From an optimization exercise on the open Yosys and OpenROAD flow, aimed at small area; shortcuts taken in it are not production practice.
In this exercise RTL edits were held to simulation tests only and were not proved equivalent to the original.
No driver is modelled on the clock port, so clocking that relies on it looks cheaper here than on a real chip.
Power is estimated from default activity; no workload was simulated.

`flow/run.sh`:
```
#!/bin/bash
# synth_recipe.tcl (not shown) runs the flow's synth.tcl, then flattens the netlist and writes it again
# the make line also repeats each setting of config.mk as NAME=value (left out here)
make -C /OpenROAD-flow-scripts/flow DESIGN_CONFIG=/design/flow/config.mk WORK_HOME=/design/flow/orfs CLKGATE_MAP_FILE= SYNTH_SCRIPT=/design/flow/synth_recipe.tcl finish
```
`flow/config.mk`:
```
export PLATFORM = sky130hd
export DESIGN_NAME = uart_main
export DESIGN_NICKNAME = uart_main
export VERILOG_FILES = /design/flow/design.v
export SDC_FILE = /design/flow/constraint.sdc
export NUM_CORES = 4
export LEC_CHECK = 0
export CAP_MARGIN = 20
export CORE_MARGIN = 2
export CORE_UTILIZATION = 40
export SLEW_MARGIN = 20
```
`flow/constraint.sdc`:
```
create_clock -name core_clock -period 20.0 [get_ports {clkInput}]
set_input_delay 4.0000 -clock core_clock [delete_from_list [all_inputs] [get_ports {clkInput}]]
set_output_delay 4.0000 -clock core_clock [all_outputs]
set_load 0.01 [all_outputs]
```
`flow/design.v`:
```
`timescale 1ns / 1ps
module Uart_Rx_Module(clk_input, rst, rx_pin, data_output, rx_complete, baudRate);
	input clk_input;		
	input rst;
	input rx_pin;
	input[31:0] baudRate;
	output reg[7:0] data_output;
	output reg rx_complete;
	reg[1:0] rxCaseIndex;
	reg[9:0] rxData;
	reg[3:0] recvCnt;	
	reg[31:0] rxBaudTimer;
	always@(negedge clk_input) begin
	if(rst) begin
		data_output <= 8'h0;
		rx_complete <= 1;
		rxCaseIndex = 0;
		rxData <= 10'h0;
		recvCnt = 0;
		rxBaudTimer = 0;
	end
	else begin
		case(rxCaseIndex)
			0: begin
				recvCnt = 0;
				rxData <= 9'h0;
				rxBaudTimer = (baudRate / 2); 		 
				rx_complete <= 1;
				if(!rx_pin) begin
					rxCaseIndex = 1;
				end
			end
			1: begin				
				if(rxBaudTimer > baudRate) begin
					rxBaudTimer = 31'h0;
					rxData[recvCnt] <= rx_pin;
					rxCaseIndex = 2;
					recvCnt = recvCnt + 1;
				end
			end
			2:	begin
				if(recvCnt == 10) begin
					rxCaseIndex = 0;
					data_output <= ((rxData >> 1) & 9'h0FF);
					rx_complete <= 0;
				end
				else
					rxCaseIndex = 1;
			end
		endcase	
		rxBaudTimer = rxBaudTimer + 1;
	end
	end
endmodule
`timescale 1ns / 1ps
module Uart_Tx_Module(clk_input, rst, tx_pin, data_input, data_load,
							 tx_complete, baudRate );
	input[7:0] data_input;	
	input data_load;
	input clk_input;	
	input rst;
	output reg tx_pin;
	output reg tx_complete;
	input[31:0] baudRate;
	reg[1:0] caseIndex;
	reg[8:0] txData;
	reg[3:0] sendCnt;
	reg[31:0] baudTimer;
	always@(negedge clk_input) begin
	if(rst) begin
		tx_pin <= 1;
		tx_complete <= 1;
		caseIndex = 0;
		txData <= 9'h0;
		sendCnt <= 0;
		baudTimer = 0;
	end
	else begin
		case (caseIndex)
			0: begin
				tx_pin <= 1;			
				tx_complete <= 1;	
				if(!data_load)
					caseIndex = 1;
			end
			1: begin
				txData <= {data_input, 1'h0};  
				sendCnt <= 0;
				baudTimer = 0;
				caseIndex = 2;
			end
			2: begin
				tx_pin <= txData[sendCnt];
				if(baudTimer > baudRate) begin
					baudTimer = 0;
					sendCnt <= (sendCnt + 1);
					caseIndex = 3;			
				end
			end
			3: begin
				if(sendCnt == 9) begin
					caseIndex = 0;
					tx_complete <= 0;			
				end
				else begin
					caseIndex = 2;
				end
			end
		endcase
	baudTimer = baudTimer + 1;
	end
end
endmodule
`timescale 1ns / 1ps
module uart_main(clkInput, rstInput, rxInput, recvData, recvCompFlag,  
					  txOutput, sendData, sendStart, sendCompFlag);
	input clkInput;
	input rstInput;	 
	input rxInput;	
	output [7:0] recvData;
	output recvCompFlag;
	output txOutput;
	input[7:0] sendData;	
	input sendStart;		
	output sendCompFlag;
	wire ecoWire;
	wire[7:0] dataWire;
	wire txrxwire;
	parameter baudRateWanted = 115200;	 
	parameter xtall_freq = 50*1000000;	 
	parameter baudRateVal = xtall_freq / baudRateWanted;  
	Uart_Rx_Module Uart_Rx(.clk_input(clkInput), .rst(rstInput), .rx_pin(rxInput), .data_output(recvData), 
							  .rx_complete(recvCompFlag), .baudRate(baudRateVal));
	Uart_Tx_Module Uart_Tx(.clk_input(clkInput), .rst(rstInput), .tx_pin(ecoWire), .data_input(sendData), 
							  .tx_complete(sendCompFlag), .data_load(sendStart) , .baudRate(baudRateVal));
	assign txOutput = ecoWire; 	 
endmodule
```
==> impl_metrics.env, run 1 <==
export IMPL_status="finished clean"
export IMPL_crit_path_end="Uart_Rx.rxData[6]"
export IMPL_io_buffers=22
export IMPL_diodes=0
export IMPL_peakVddDrop_v=0.0000411
export IMPL_setup_violations=0
export IMPL_switching_share_pct=34.6
export IMPL_synth_edf_count=0
export IMPL_drc=0
export IMPL_syn_num_nets=608
export IMPL_netlist_area_um2=5080
export IMPL_synthTopCellsByArea="dfxtp_1 41%, nor2_1 7.2%, xnor2_1 4.8%, xor2_1 4.7%, mux2i_1 3.5%"
export IMPL_layout_drive_gt1_share_pct=7.03
export IMPL_design_die_area_um2=13600
export IMPL_reg2reg_depth=14
export IMPL_ys_warn_count=2
export IMPL_synth_area_leader_cell="dfxtp_1"
export IMPL_gr_total_overflow=0
export IMPL_num_rows=41
export IMPL_dp_cells=752
export IMPL_grt_pass1_wl_mm=19.5
export IMPL_holdBufCountCts=0
export IMPL_leakagePower_uw=0.00250
export IMPL_synth_seq_cells=103
export IMPL_cp_slowest_cell="buf_4"
export IMPL_cts_buffers_inserted=9
export IMPL_start_util_pct=40.6
export IMPL_seqPwrFrac_pct=40.1
export IMPL_slew_violations=0
export IMPL_cp_arrival_ns=5.80
export IMPL_cts_tree="done"
export IMPL_ios=23
export IMPL_netlist_instances=583
export IMPL_gp_congestion=0.841
export IMPL_instances_no_fill=869
export IMPL_die_h_um=117
export IMPL_ys_flop_type="dfxtp_1"
export IMPL_grt_max_degree=53
export IMPL_clk_pin_slew_ns=0.03
export IMPL_finalSetupTns_ns=0
export IMPL_wl_per_cell_um=13.3
export IMPL_required_ns=10.29
export IMPL_worstMarginPinSlew_ns=0.881
export IMPL_dp_hpwl_mm=7.47
export IMPL_die_width_um=117
export IMPL_crit_type="input port to flop"
export IMPL_cts_setup_buffers=0
export IMPL_h_tree_depth=3
export IMPL_clock_power_share_pct=44.8
export IMPL_grt_pass1_vias=4480
export IMPL_cts_sinks=103
export IMPL_power_total_uw=566
export IMPL_wl_mm=11.5
export IMPL_switchingPower_uw=196
export IMPL_antenna_found_initial=0
export IMPL_drt_first_pass_iters=4
export IMPL_cpPeakStageDelay_ns=0.48
export IMPL_path_cells="buf_2 -> buf_4 -> inv_1 -> o21ai_1 -> nor3_1 -> a31o_2"
export IMPL_cap_viol_max_count=0
export IMPL_r2r_slack_ns=15.23
export IMPL_coreArea_um2=12500
export IMPL_synth_yosys_seq_area_share_pct=40.6
export IMPL_start_kind="input port"
export IMPL_worst_setup_path_end_kind="flop"
export IMPL_ys_types=74
export IMPL_cp_max_fo=52
export IMPL_p_per_area_nw_per_um2=93.2
export IMPL_rsz0062_at_grt="no"
export IMPL_syn_to_final_growth_pct=19.6
export IMPL_cts_repair_resized=0
export IMPL_fin_nets=718
export IMPL_async_flop_share_pct=0
export IMPL_via_per_inst=5.16
export IMPL_slew_headroom_pct=41.2
export IMPL_synth_top_cell_area_share_pct=40.6
export IMPL_crit_start="rstInput"
export IMPL_grt_usage_pct=18.0
export IMPL_avgSynthCellArea_um2=8.71
export IMPL_r2r_start="Uart_Tx.caseIndex[0]"
export IMPL_hold_class="flop to flop"
export IMPL_comb_power_share_pct=15.1
export IMPL_vias=4488
export IMPL_r2r_end="Uart_Tx.baudTimer[26]"
export IMPL_hp_start="Uart_Rx.rx_complete"
export IMPL_drtIter0Drc=211
export IMPL_internal_power_uw=370
export IMPL_clock_skew_ns=0.0253
export IMPL_clock_latency_ns=0.42
export IMPL_clock_path_buffers=2
export IMPL_ant_nets=0
export IMPL_hold_violations=0
export IMPL_cts_root_buf="clkbuf_16"
==> Yosys cell counts (all sizes together) (9+ instances only) <==
cell,n
and3,15
nand2,44
o21ai,9
xor2,27
nor2,98
a21oi,28
xnor2,28
clkbuf,17
nor4,15
dfxtp,103
nand4,17
nand3,26
buf,9
inv,15
ha,13
nor3,13
mux2i,18
==> kinds of logic (layout without fill, tap and decap cells) <==
kind of cell             count (synthesis)  count (layout)  synth area share, %
AO/OA/AOI/OAI                           77              77                 11.0
XOR/XNOR                                55              55                 9.49
adder cells (fa/ha/maj)                 13              13                 3.20
buffers and inverters                   41             155                 3.23
flip-flops                             103             103                 40.6
multiplexers                            22              22                 4.66
AND/OR/NAND/NOR                        272             272                 27.8
==> critical path, delay by kind of cell <==
family | cells | cell delay, ns
buffers and inverters | 3 | 0.94
AND/OR/NAND/NOR | 1 | 0.15
AO/OA/AOI/OAI | 2 | 0.71
==> through the flow <==
step | util, % | area [um2] | hold WS [ns] | setup WS [ns]
after floorplan | - | 5080 | 0.444 | 5.02
after global placement | 43.2 | 5410 | 0.438 | 4.15
after detailed placement | 43.2 | 5410 | 0.441 | 4.09
after CTS | 48.5 | 6070 | 0.446 | 4.50
after global routing | 48.5 | 6070 | 0.483 | 4.36
final | 48.5 | 6070 | 0.441 | 4.49
==> power groups by stage <==
stage	combinational (uW)	clock, uW	sequential (uW)
6_report	85.5	253	227
3_3_place_gp	84.2	31.5	229
5_1_grt	94.5	289	228
2_1_floorplan	69.3	31.5	226
4_1_cts	86.0	267	227
3_5_place_dp	85.3	31.5	230
==> worst min-delay path by stage <==
| stage | to | slack [ns] | cells past startpoint |
|---|---|---|---|
| floorplan | Uart_Rx.rxData[4] | 0.44 | 2 |
| global route | Uart_Rx.rx_complete | 0.48 | 2 |
| CTS | Uart_Rx.rx_complete | 0.45 | 2 |
| detailed placement | Uart_Rx.rx_complete | 0.44 | 2 |
| global placement | Uart_Rx.rx_complete | 0.44 | 2 |
| finish | Uart_Rx.rx_complete | 0.44 | 2 |
==> state kept, by name (all words and copies together) (netlist names) <==
signal / cells
Uart_Rx.rxBaudTimer: 32
Uart_Tx.baudTimer: 32
Uart_Rx.data_output: 8
Uart_Rx.rxData: 8
Uart_Tx.txData: 8
Uart_Rx.recvCnt: 4
Uart_Tx.sendCnt: 4
Uart_Rx.rxCaseIndex: 2
Uart_Tx.caseIndex: 2
Uart_Rx.rx_complete: 1
Uart_Tx.tx_complete: 1
Uart_Tx.tx_pin: 1
==> cell usage in the layout (no fill, tap or decap), types with 3 or more instances in the layout <==
| master | instances |
|---|---|
| and2_1 | 5 |
| nor3_1 | 12 |
| nand3b_1 | 4 |
| nor4_1 | 12 |
| a211oi_1 | 3 |
| nand2_1 | 44 |
| a21o_1 | 3 |
| and4_1 | 5 |
| ha_1 | 13 |
| inv_1 | 116 |
| nand2b_1 | 7 |
| o21ai_0 | 8 |
| and3_1 | 13 |
| a31oi_1 | 6 |
| clkbuf_16 | 9 |
| nor2b_1 | 4 |
| nor4_2 | 3 |
| or4_1 | 3 |
| xnor2_1 | 28 |
| nor2_1 | 97 |
| mux2i_1 | 18 |
| clkinvlp_2 | 3 |
| o21a_1 | 3 |
| nand4_1 | 17 |
| a21oi_1 | 27 |
| clkdlybuf4s50_1 | 21 |
| nand3_1 | 25 |
| dfxtp_1 | 103 |
| xor2_1 | 27 |
==> per-layer routing <==
layer | track usage [%] | up-vias | wire length [um] | share of wire [%]
met3 | 7.21 | 16 | 494 | 4.3
met2 | 28.2 | 89 | 5490 | 48
met4 | 10.8 | 0 | 239 | 2.1
met1 | 20.8 | 2116 | 5320 | 46
met5 | 0 | - | 0 | 0
li1 | - | 2267 | - | -
==> layout make-up <==
cell class | instances | area (um2)
Fill cell | 1276 | 6440
Timing Repair Buffer | 23 | 223
Multi-Input combinational cell | 439 | 2850
Sequential cell | 103 | 2060
Tap cell | 172 | 215
Inverter | 14 | 52.6
Clock buffer | 9 | 225
Clock inverter | 109 | 444
==> inputs of run 2 (changes only) <==
==> flow/design.v (replaced) <==
`timescale 1ns / 1ps
module Uart_Rx_Module(clk_input, rst, rx_pin, data_output, rx_complete);
	input clk_input;
	input rst;
	input rx_pin;
	output reg [7:0] data_output;
	output rx_complete;
	function [8:0] tstep(input [8:0] s);
		tstep = {s[7:4], s[8] ^ (~s[6] | s[7]), s[2:0], s[3] ^ s[2]};
	endfunction
	function [8:0] tadv(input [8:0] s, input integer n);
		integer i;
		begin
			tadv = s;
			for (i = 0; i < n; i = i + 1)
				tadv = tstep(tadv);
		end
	endfunction
	localparam [8:0] T_IDLE = 9'h1FF;			 
	localparam [8:0] T_SAMP = tadv(T_IDLE, 217);	 
	reg [3:0] cnt;
	reg [8:0] tmr;
	reg [7:0] shreg;
	wire idle = (cnt >= 4'd11);
	wire samp = (tmr == T_SAMP);
	always @(negedge clk_input) begin
		if (rst) begin
			cnt <= 4'd12;
			data_output <= 8'h0;
		end
		else begin
			if (idle)
				cnt <= rx_pin ? 4'd12 : 4'd0;
			else if (cnt == 4'd10) begin
				cnt <= 4'd11;
				data_output <= shreg;
			end
			else if (samp)
				cnt <= cnt + 4'd1;
		end
		tmr <= idle ? T_IDLE : tstep(tmr);
		if (samp && cnt <= 4'd8)
			shreg <= {rx_pin, shreg[7:1]};
	end
	assign rx_complete = ~(cnt == 4'd11);
endmodule
`timescale 1ns / 1ps
module Uart_Tx_Module(clk_input, rst, tx_pin, data_input, data_load, tx_complete);
	input [7:0] data_input;
	input data_load;
	input clk_input;
	input rst;
	output reg tx_pin;
	output tx_complete;
	function [8:0] tstep(input [8:0] s);
		tstep = {s[7:4], s[8] ^ (~s[6] | s[7]), s[2:0], s[3] ^ s[2]};
	endfunction
	localparam [8:0] T_IDLE = 9'h1FF;	 
	reg [3:0] cnt;
	reg [8:0] tmr;
	reg [7:0] txData;
	wire idle = (cnt[3:1] == 3'd0);
	wire load = (cnt == 4'd5);
	wire step = (tmr == T_IDLE);
	always @(negedge clk_input) begin
		if (rst) begin
			cnt <= 4'd1;
			tx_pin <= 1'b1;
		end
		else begin
			if (idle)
				cnt <= data_load ? 4'd1 : 4'd5;
			else if (cnt == 4'd5 || cnt == 4'd6 || step)
				cnt <= cnt + 4'd1;
			tx_pin <= cnt[3] ? txData[cnt[2:0]] : ~(cnt[2] & cnt[1]);
		end
		tmr <= (idle || load) ? T_IDLE : tstep(tmr);
		if (load)
			txData <= data_input;
	end
	assign tx_complete = ~(cnt == 4'd0);
endmodule
`timescale 1ns / 1ps
module uart_main(clkInput, rstInput, rxInput, recvData, recvCompFlag,
					  txOutput, sendData, sendStart, sendCompFlag);
	input clkInput;
	input rstInput;	 
	input rxInput;
	output [7:0] recvData;
	output recvCompFlag;
	output txOutput;
	input [7:0] sendData;
	input sendStart;
	output sendCompFlag;
	Uart_Rx_Module Uart_Rx(.clk_input(clkInput), .rst(rstInput), .rx_pin(rxInput),
							  .data_output(recvData), .rx_complete(recvCompFlag));
	Uart_Tx_Module Uart_Tx(.clk_input(clkInput), .rst(rstInput), .tx_pin(txOutput),
							  .data_input(sendData), .data_load(sendStart), .tx_complete(sendCompFlag));
endmodule
==> flow/flow/run.sh (new file) <==
#!/bin/bash
# Standard ORFS layout with two changes: the port buffers are the smallest
# buffer, and the clock inverter in front of the falling-edge registers is
# not cloned before clock tree synthesis.
set -euo pipefail
W=$(pwd)
export BUFFER_PORTS_ARGS="-buffer_cell sky130_fd_sc_hd__buf_1"
export PRE_CTS_TCL=$W/flow/pre_cts.tcl
bash standard.sh > $W/standard.log 2>&1
==> flow/flow/pre_cts.tcl (new file) <==
proc repair_clock_inverters { args } {
  puts "repair_clock_inverters skipped"
}
==> flow/standard.sh (new file) <==
#!/bin/bash
# synth_recipe.tcl (not shown) runs the flow's synth.tcl, then flattens the netlist and writes it again
# the make line also repeats each setting of config.mk as NAME=value (left out here)
make -C /OpenROAD-flow-scripts/flow DESIGN_CONFIG=/design/flow/config.mk WORK_HOME=/design/flow/orfs CLKGATE_MAP_FILE= SYNTH_SCRIPT=/design/flow/synth_recipe.tcl "${@:-finish}"
removed: flow/run.sh
==> run 2 against run 1 <==
  * Worst hold slack got worse by 0.0029 ns
  * Critical path depth decreased by 2
  * Still clean
  * Combinational power decreased by 37%
  * Power decreased by 55%
  * Count of clock-buffer cells in the layout decreased by 1
  * Largest power group is now registers
  * Register-to-register slack improved by 2.9 ns
  * Critical path type is now flop to primary output
  * Critical endpoint is now sendCompFlag
  * Clock power decreased by 74%
  * Routed wire length decreased by 71%
==> impl_metrics.env, run 2 <==
export IMPL_finalSetupTns_ns=0
export IMPL_multi_input_area_um2=810
export IMPL_peakVddDrop_v=0.0000610
export IMPL_grt_usage_pct=13.0
export IMPL_crit_type="flop to primary output"
export IMPL_cpPeakStageDelay_ns=0.58
export IMPL_ys_warn_count=2
export IMPL_synth_edf_count=16
export IMPL_die_h_um=76.0
export IMPL_nFillCells=481
export IMPL_ys_flop_type="dfxtp_1"
export IMPL_async_flop_share_pct=0
export IMPL_cts_repair_resized=0
export IMPL_antenna_found_initial=0
export IMPL_synthTopCellsByArea="dfxtp_1 34%, edfxtp_1 23%, ha_1 5.4%, mux2i_1 5.3%, nand2b_1 3.0%"
export IMPL_final_cell_mix="35 x dfxtp_1, 22 x buf_1, 16 x edfxtp_1"
export IMPL_netlist_instances=178
export IMPL_leakagePower_uw=0.000843
export IMPL_grt_max_degree=17
export IMPL_cp_arrival_ns=11.59
export IMPL_holdBufCountCts=0
export IMPL_slew_headroom_pct=45.8
export IMPL_start_util_pct=41.1
export IMPL_fin_nets=219
export IMPL_vias=1317
export IMPL_layout_setup_ws_ns=4.41
export IMPL_num_rows=26
export IMPL_wl_mm=3.34
export IMPL_io_buffers=22
export IMPL_diodes=0
export IMPL_via_per_inst=4.90
export IMPL_cts_tree="done"
export IMPL_place_ws_ns=4.70
export IMPL_wl_per_cell_um=12.4
export IMPL_status="finished clean"
export IMPL_path_cells="inv_1 -> ha_1 -> nand2_1 -> buf_1"
export IMPL_grt_pass1_wl_mm=5.98
export IMPL_cp_slowest_cell="dfxtp_1"
export IMPL_clock_skew_ns=0.00619
export IMPL_synth_top_cell_area_share_pct=33.8
export IMPL_cts_setup_buffers=0
export IMPL_layout_drive_gt1_share_pct=5.53
export IMPL_synth_most_common_cell="dfxtp_1"
export IMPL_die_width_um=76.0
export IMPL_drtIter0Drc=81
export IMPL_synth_area_leader_cell="dfxtp_1"
export IMPL_clk_pin_slew_ns=0.09
export IMPL_dp_hpwl_mm=2.29
export IMPL_cap_viol_max_count=0
export IMPL_design_die_area_um2=5780
export IMPL_mostFrequentLayoutCell="dfxtp_1"
export IMPL_ant_nets=0
export IMPL_gr_total_overflow=0
export IMPL_hold_violations=0
export IMPL_grt_pass1_vias=1279
export IMPL_cts_buffers_inserted=5
export IMPL_regArea_um2=1180
export IMPL_ys_top_cells_by_count="35 x dfxtp_1, 16 x edfxtp_1, 13 x nor2_1, 11 x mux2i_1, 10 x nand2b_1"
export IMPL_drt_first_pass_iters=5
export IMPL_ys_types=47
export IMPL_netlist_area_um2=2070
export IMPL_syn_num_nets=199
export IMPL_required_ns=16.00
export IMPL_slew_violations=0
export IMPL_setup_violations=0
export IMPL_clock_latency_ns=0.43
export IMPL_rsz0062_at_grt="no"
export IMPL_coreArea_um2=5040
export IMPL_fin_util_pct=45.4
export IMPL_synth_seq_cells=51
export IMPL_worstMarginPinSlew_ns=0.808
export IMPL_drc=0
export IMPL_worst_setup_path_end_kind="primary output"
export IMPL_gp_congestion=0.744
export IMPL_cts_sinks=51
export IMPL_cp_max_fo=8
export IMPL_timing_hold_ws_ns=0.438
export IMPL_syn_to_final_growth_pct=10.5
export IMPL_start_kind="flop"
export IMPL_avgSynthCellArea_um2=11.6
export IMPL_p_per_area_nw_per_um2=111
export IMPL_synth_yosys_seq_area_share_pct=57.0
export IMPL_ios=23
export IMPL_hold_class="flop to flop"
==> run 2: power breakdown <==
part	internal (uW)	switching, uW
Clock	31.8	33.1
Sequential	123	13.9
Combinational	24.6	28.8
==> run 2: metal layers <==
| metal | GRT usage, % | part of all wire [%] | vias to the layer above |
|---|---|---|---|
| li1 | - | - | 667 |
| met1 | 17.9 | 50 | 620 |
| met2 | 18.5 | 44 | 28 |
| met3 | 5.09 | 5.0 | 2 |
| met4 | 4.91 | 0.75 | 0 |
| met5 | 0 | 0 | - |
==> run 2: metrics by stage <==
step / cells / total power, uW / instance area (um2)
2_1_floorplan: 178 / 197 / 2070
3_3_place_gp: 261 / 209 / 2190
3_5_place_dp: 261 / 208 / 2190
4_1_cts: 269 / 258 / 2290
5_1_grt: 269 / 274 / 2290
6_report: 269 / 255 / 2290
==> run 2: path summary, 6_finish.rpt <==
check                  from               end  slack (ns)  depth (start not counted)
max          Uart_Tx.cnt[0]      sendCompFlag        4.41                          4
min          Uart_Rx.tmr[1]    Uart_Rx.tmr[2]        0.44                          1
max reg2reg  Uart_Rx.tmr[2]  Uart_Rx.shreg[0]       18.11                          5
min reg2reg  Uart_Rx.tmr[1]    Uart_Rx.tmr[2]        0.44                          1
==> run 2: kinds of logic (layout without fill, tap and decap cells) <==
family | after synthesis | in the layout | share of synthesized area [%]
compound gates | 22 | 22 | 8.09
buf+inv | 17 | 38 | 3.98
simple gates | 64 | 64 | 17.7
mux | 13 | 13 | 6.94
xor+xnor | 2 | 2 | 0.845
flops | 51 | 51 | 57.0
fa+ha+maj | 9 | 9 | 5.43
==> run 2: area by class of cell <==
class	instances	share of cell area, %
Clock buffer	8	4.37
Timing Repair Buffer	22	3.60
Inverter	8	1.31
Multi-Input combinational cell	110	35.3
Tap cell	70	3.82
Sequential cell	51	51.6
==> run 2: worst max-delay path, delay by kind of cell, from the launching register on <==
kind	cells	cell delay, ns
buffers and inverters	2	0.30
adders and majority gates	1	0.22
and+or+nand+nor	1	0.06
DFF	1	0.58
==> inputs of run 3 (changes only) <==
==> flow/flow/run.sh (replaced) <==
#!/bin/bash
# The standard ORFS layout with two changes made through ORFS's own hooks:
# the port buffers use the smallest buffer cell, and the clock tree is a single
# inverter (the one synthesis puts in front of the falling-edge registers),
# sized to drive every register, instead of cloned inverters plus a buffer tree.
set -euo pipefail
W=$(pwd)
export BUFFER_PORTS_ARGS="-buffer_cell sky130_fd_sc_hd__buf_1"
export PRE_CTS_TCL=$W/flow/pre_cts.tcl
export CLK_INV_CELL=${CLK_INV_CELL:-sky130_fd_sc_hd__inv_8}
bash standard.sh > $W/standard.log 2>&1
==> flow/flow/pre_cts.tcl (replaced) <==
# Sourced by ORFS's cts.tcl before it clones clock inverters and runs CTS.
# The clock port drives one inverter, which drives every register; upsize that
# inverter so it alone drives the clock pins, and skip the cloning and the tree.
proc repair_clock_inverters { args } {
  puts "repair_clock_inverters: skipped (single clock inverter)"
}
proc clock_tree_synthesis { args } {
  set block [ord::get_db_block]
  set clk_port [lindex [sdc::get_port_or_pin_names [get_ports -of_objects [get_clocks]]] 0]
  set net [[$block findBTerm $clk_port] getNet]
  set loads [$net getITerms]
  if { [llength $loads] != 1 } { error "clock port drives [llength $loads] pins, expected 1" }
  set inst [[lindex $loads 0] getInst]
  set master [[$inst getMaster] getName]
  if { ![string match "sky130_fd_sc_hd__*inv*" $master] } { error "clock port drives $master" }
  puts "clock inverter [$inst getName]: $master -> $::env(CLK_INV_CELL)"
  replace_cell [$inst getName] $::env(CLK_INV_CELL)
  set onet [[$inst findITerm Y] getNet]
  $onet setSigType CLOCK
  $net setSigType CLOCK
  puts "clock inverter drives [llength [$onet getITerms]] pins"
}
==> run 3 against run 2 <==
  * The run now fails in clock tree synthesis
  * Synthesized cell count did not move
  * Synthesized area did not move
==> impl_metrics.env, run 3 <==
export IMPL_status="did not finish"
export IMPL_haltStage="clock tree synthesis"
export IMPL_tool_error="Error: cts.tcl, 36 invalid command name \"sdc::get_port_or_pin_names\""
export IMPL_ys_flop_type="dfxtp_1"
export IMPL_start_util_pct=41.1
export IMPL_num_rows=26
export IMPL_netlist_area_um2=2070
export IMPL_die_width_um=76.0
export IMPL_synth_edf_count=16
export IMPL_ys_top_cells_by_count="35 x dfxtp_1, 16 x edfxtp_1, 13 x nor2_1, 11 x mux2i_1, 10 x nand2b_1"
export IMPL_avgSynthCellArea_um2=11.6
export IMPL_netlist_instances=178
export IMPL_ios=23
export IMPL_ys_warn_count=2
export IMPL_die_h_um=76.0
export IMPL_place_ws_ns=4.70
export IMPL_synth_top_cell_area_share_pct=33.8
export IMPL_synth_most_common_cell="dfxtp_1"
export IMPL_ys_types=47
export IMPL_synth_area_leader_cell="dfxtp_1"
export IMPL_syn_num_nets=199
export IMPL_dp_hpwl_mm=2.29
export IMPL_synth_seq_cells=51
export IMPL_async_flop_share_pct=0
export IMPL_gp_congestion=0.744
export IMPL_synthTopCellsByArea="dfxtp_1 34%, edfxtp_1 23%, ha_1 5.4%, mux2i_1 5.3%, nand2b_1 3.0%"
export IMPL_io_buffers=22
export IMPL_synth_yosys_seq_area_share_pct=57.0
[run 3: cell counts after synthesis]
No cell type changed its count.
[run 3: cells by family after synthesis]
family,Yosys count,synth area share [%]
compound gates,22,8.09
xor+xnor,2,0.845
fa+ha+maj,9,5.43
buf+inv,17,3.98
flops,51,57.0
mux,13,6.94
simple gates,64,17.7
[run 3: power groups by stage]
stage                     combinational (uW)  sequential, uW  clock (uW)
after floorplan                         51.6             130        15.7
after global placement                  53.9             139        15.7
after detailed placement                53.5             139        15.7
[run 3: stage by stage]
step           cell area (um2)  std cells
2_1_floorplan             2070        178
3_3_place_gp              2190        261
3_5_place_dp              2190        261
[run 3: worst max path at each step]
stage / from / to / slack [ns]
after detailed placement: rstInput / Uart_Rx.cnt[2] / 4.70
after global placement: rstInput / Uart_Rx.cnt[2] / 4.72
after floorplan: rstInput / Uart_Tx.cnt[2] / 5.14
==> inputs of run 4 (changes only) <==
--- a/flow/design.v
+++ b/flow/design.v
@@ -5,24 +5,11 @@
 	input rx_pin;
 	output reg [7:0] data_output;
 	output rx_complete;
-	function [8:0] tstep(input [8:0] s);
-		tstep = {s[7:4], s[8] ^ (~s[6] | s[7]), s[2:0], s[3] ^ s[2]};
-	endfunction
-	function [8:0] tadv(input [8:0] s, input integer n);
-		integer i;
-		begin
-			tadv = s;
-			for (i = 0; i < n; i = i + 1)
-				tadv = tstep(tadv);
-		end
-	endfunction
-	localparam [8:0] T_IDLE = 9'h1FF;			 
-	localparam [8:0] T_SAMP = tadv(T_IDLE, 217);	 
 	reg [3:0] cnt;
-	reg [8:0] tmr;
+	reg [8:0] tmr;		 
 	reg [7:0] shreg;
 	wire idle = (cnt >= 4'd11);
-	wire samp = (tmr == T_SAMP);
+	wire zero = (tmr == 9'd0);
 	always @(negedge clk_input) begin
 		if (rst) begin
 			cnt <= 4'd12;
@@ -35,11 +22,11 @@
 				cnt <= 4'd11;
 				data_output <= shreg;
 			end
-			else if (samp)
+			else if (zero)
 				cnt <= cnt + 4'd1;
 		end
-		tmr <= idle ? T_IDLE : tstep(tmr);
-		if (samp && cnt <= 4'd8)
+		tmr <= idle ? 9'd217 : (zero ? 9'd434 : tmr - 9'd1);
+		if (zero && cnt <= 4'd8)
 			shreg <= {rx_pin, shreg[7:1]};
 	end
 	assign rx_complete = ~(cnt == 4'd11);
@@ -52,16 +39,12 @@
 	input rst;
 	output reg tx_pin;
 	output tx_complete;
-	function [8:0] tstep(input [8:0] s);
-		tstep = {s[7:4], s[8] ^ (~s[6] | s[7]), s[2:0], s[3] ^ s[2]};
-	endfunction
-	localparam [8:0] T_IDLE = 9'h1FF;	 
 	reg [3:0] cnt;
-	reg [8:0] tmr;
+	reg [8:0] tmr;		 
 	reg [7:0] txData;
 	wire idle = (cnt[3:1] == 3'd0);
-	wire load = (cnt == 4'd5);
-	wire step = (tmr == T_IDLE);
+	wire load = (cnt == 4'd2);
+	wire zero = (tmr == 9'd0);
 	always @(negedge clk_input) begin
 		if (rst) begin
 			cnt <= 4'd1;
@@ -69,12 +52,14 @@
 		end
 		else begin
 			if (idle)
-				cnt <= data_load ? 4'd1 : 4'd5;
-			else if (cnt == 4'd5 || cnt == 4'd6 || step)
+				cnt <= data_load ? 4'd1 : 4'd2;
+			else if (load)
+				cnt <= 4'd7;
+			else if (zero)
 				cnt <= cnt + 4'd1;
-			tx_pin <= cnt[3] ? txData[cnt[2:0]] : ~(cnt[2] & cnt[1]);
+			tx_pin <= cnt[3] ? txData[cnt[2:0]] : (cnt != 4'd7);
 		end
-		tmr <= (idle || load) ? T_IDLE : tstep(tmr);
+		tmr <= load ? 9'd435 : (zero ? 9'd434 : tmr - 9'd1);
 		if (load)
 			txData <= data_input;
 	end
==> flow/run.sh (new file) <==
#!/bin/bash
# synth_recipe.tcl (not shown) runs the flow's synth.tcl, then flattens the netlist and writes it again
# the make line also repeats each setting of config.mk as NAME=value (left out here)
make -C /OpenROAD-flow-scripts/flow DESIGN_CONFIG=/design/flow/config.mk WORK_HOME=/design/flow/orfs CLKGATE_MAP_FILE= SYNTH_SCRIPT=/design/flow/synth_recipe.tcl finish
removed: flow/flow/run.sh
removed: flow/flow/pre_cts.tcl
removed: flow/standard.sh
==> run 4 against run 3 <==
  * Now clean on timing, DRC and antenna
  * Synthesized cell count increased by 15%
  * Synthesized area increased by 6.8%
==> impl_metrics.env, run 4 <==
export IMPL_slew_headroom_pct=38.2
export IMPL_ant_nets=0
export IMPL_fin_util_pct=51.3
export IMPL_setup_violations=0
export IMPL_cts_repair_resized=0
export IMPL_holdBufCountCts=0
export IMPL_reg2reg_depth=5
export IMPL_gp_congestion=0.768
export IMPL_r2r_slack_ns=17.40
export IMPL_p_per_area_nw_per_um2=95.0
export IMPL_worstMarginPinSlew_ns=0.923
export IMPL_ys_flop_type="dfxtp_1"
export IMPL_grt_usage_pct=15.4
export IMPL_clock_skew_ns=0.0265
export IMPL_fin_nets=301
export IMPL_drtIter0Drc=75
export IMPL_place_ws_ns=4.58
export IMPL_coreArea_um2=5440
export IMPL_netlist_instances=204
export IMPL_drc=0
export IMPL_layout_drive_gt1_share_pct=7.12
export IMPL_min_delay_path_depth=0
export IMPL_cpPeakStageDelay_ns=0.52
export IMPL_cts_buffers_inserted=5
export IMPL_power_total_uw=265
export IMPL_ys_types=49
export IMPL_r2r_start="Uart_Rx.tmr[0]"
export IMPL_grt_pass1_wl_mm=7.56
export IMPL_synth_edf_count=16
export IMPL_finalSetupTns_ns=0
export IMPL_dp_hpwl_mm=2.84
export IMPL_h_tree_depth=2
export IMPL_avgSynthCellArea_um2=10.8
export IMPL_syn_to_final_growth_pct=26.0
export IMPL_clk_pin_slew_ns=0.03
export IMPL_layout_setup_ws_ns=4.26
export IMPL_regArea_um2=1180
export IMPL_num_rows=27
export IMPL_cap_viol_max_count=0
export IMPL_hold_end="Uart_Rx.shreg[5]"
export IMPL_ys_top_cells_by_count="35 x dfxtp_1, 16 x edfxtp_1, 14 x nor2_1, 13 x inv_1, 11 x a21oi_1"
export IMPL_instances_no_fill=353
export IMPL_dp_cells=294
export IMPL_worst_setup_path_end_kind="primary output"
export IMPL_synth_yosys_seq_area_share_pct=53.4
export IMPL_design_die_area_um2=6140
export IMPL_slew_violations=0
export IMPL_diodes=0
export IMPL_clock_latency_ns=0.38
export IMPL_syn_num_nets=225
export IMPL_rsz0062_at_grt="no"
export IMPL_hold_violations=0
export IMPL_netlist_area_um2=2210
export IMPL_start_util_pct=40.7
export IMPL_async_flop_share_pct=0
export IMPL_drt_first_pass_iters=4
export IMPL_grt_max_degree=16
export IMPL_clock_path_buffers=2
export IMPL_cp_arrival_ns=11.74
export IMPL_cts_sinks=51
export IMPL_wl_per_cell_um=12.3
export IMPL_cts_setup_buffers=0
export IMPL_cts_tree="done"
export IMPL_r2r_end="Uart_Rx.shreg[0]"
export IMPL_ios=23
export IMPL_nFillCells=526
export IMPL_wl_mm=4.34
export IMPL_die_h_um=78.4
export IMPL_peakVddDrop_v=0.0000421
export IMPL_via_per_inst=5.16
export IMPL_die_width_um=78.4
export IMPL_vias=1820
export IMPL_cp_slowest_cell="clkdlybuf4s50_1"
export IMPL_gr_total_overflow=0
export IMPL_hp_start="Uart_Rx.shreg[6]"
export IMPL_synthTopCellsByArea="dfxtp_1 32%, edfxtp_1 22%, ha_1 5.1%, mux2i_1 4.1%, a21oi_1 2.5%"
export IMPL_crit_type="flop to primary output"
export IMPL_leakagePower_uw=0.00118
export IMPL_synth_top_cell_area_share_pct=31.7
export IMPL_synth_most_common_cell="dfxtp_1"
export IMPL_io_buffers=22
export IMPL_antenna_found_initial=0
export IMPL_synth_area_leader_cell="dfxtp_1"
export IMPL_required_ns=16.00
export IMPL_final_cell_mix="64 x inv_1, 35 x dfxtp_1, 22 x clkdlybuf4s50_1"
export IMPL_multi_input_area_um2=966
export IMPL_start_kind="flop"
export IMPL_path_cells="inv_1 -> ha_1 -> nand2_1 -> clkdlybuf4s50_1"
export IMPL_grt_pass1_vias=1860
export IMPL_cts_root_buf="clkbuf_8"
export IMPL_cp_max_fo=6
export IMPL_status="finished clean"
export IMPL_hold_class="flop to flop"
export IMPL_ys_warn_count=2
export IMPL_mostFrequentLayoutCell="inv_1"
export IMPL_synth_seq_cells=51
[run 4: how the worst max path moves through the flow]
| stage | start | end | slack (ns) | cells after the start |
|---|---|---|---|---|
| after floorplan | Uart_Tx.cnt[0] | sendCompFlag | 5.21 | 3 |
| after CTS | Uart_Tx.cnt[0] | sendCompFlag | 4.23 | 4 |
| after global routing | Uart_Tx.cnt[0] | sendCompFlag | 4.14 | 4 |
| after global placement | rstInput | Uart_Rx.cnt[1] | 4.62 | 4 |
| after detailed placement | rstInput | Uart_Rx.cnt[1] | 4.58 | 4 |
| final | Uart_Tx.cnt[0] | sendCompFlag | 4.26 | 4 |
[run 4: layer usage]
layer	up-vias	part of all wire, %	GRT usage [%]
met2	53	46	22.2
met5	-	0	0
met1	851	48	18.6
met4	0	0.32	7.72
met3	2	6.3	8.28
li1	914	-	-
[run 4: final cells by class]
| class | instances | area share (%) |
|---|---|---|
| Clock buffer | 5 | 2.47 |
| Tap cell | 72 | 3.23 |
| Clock inverter | 54 | 7.36 |
| Multi-Input combinational cell | 135 | 34.6 |
| Sequential cell | 51 | 42.4 |
| Inverter | 12 | 1.62 |
| Timing Repair Buffer | 24 | 8.34 |
[run 4: cell families (layout without fill, tap and decap cells)]
| kind of cell | count (synthesis) | in the layout | share of synthesized area (%) |
|---|---|---|---|
| multiplexers | 11 | 11 | 6.11 |
| buffers and inverters | 18 | 95 | 3.28 |
| AO/OA/AOI/OAI | 42 | 42 | 12.2 |
| adder cells (fa/ha/maj) | 9 | 9 | 5.09 |
| XOR/XNOR | 5 | 5 | 1.98 |
| AND/OR/NAND/NOR | 68 | 68 | 18.0 |
| flip-flops | 51 | 51 | 53.4 |
[run 4: metrics by stage]
| step | instance area [um2] | hold slack (ns) |
|---|---|---|
| 2_1_floorplan | 2210 | 0.426 |
| 3_3_place_gp | 2510 | 0.434 |
| 3_5_place_dp | 2510 | 0.436 |
| 4_1_cts | 2780 | 0.443 |
| 5_1_grt | 2790 | 0.475 |
| 6_report | 2790 | 0.443 |
[run 4: worst max-delay path, delay by kind of cell (launching register included)]
family | cells | cell delay (ns)
flops | 1 | 0.46
buf+inv | 2 | 0.65
simple gates | 1 | 0.05
fa+ha+maj | 1 | 0.21
[run 4: power breakdown]
group / switching (uW) / internal, uW
combinational: 16.9 / 17.7
sequential: 13.7 / 119
clock: 60.4 / 37.0
total: 91.1 / 174
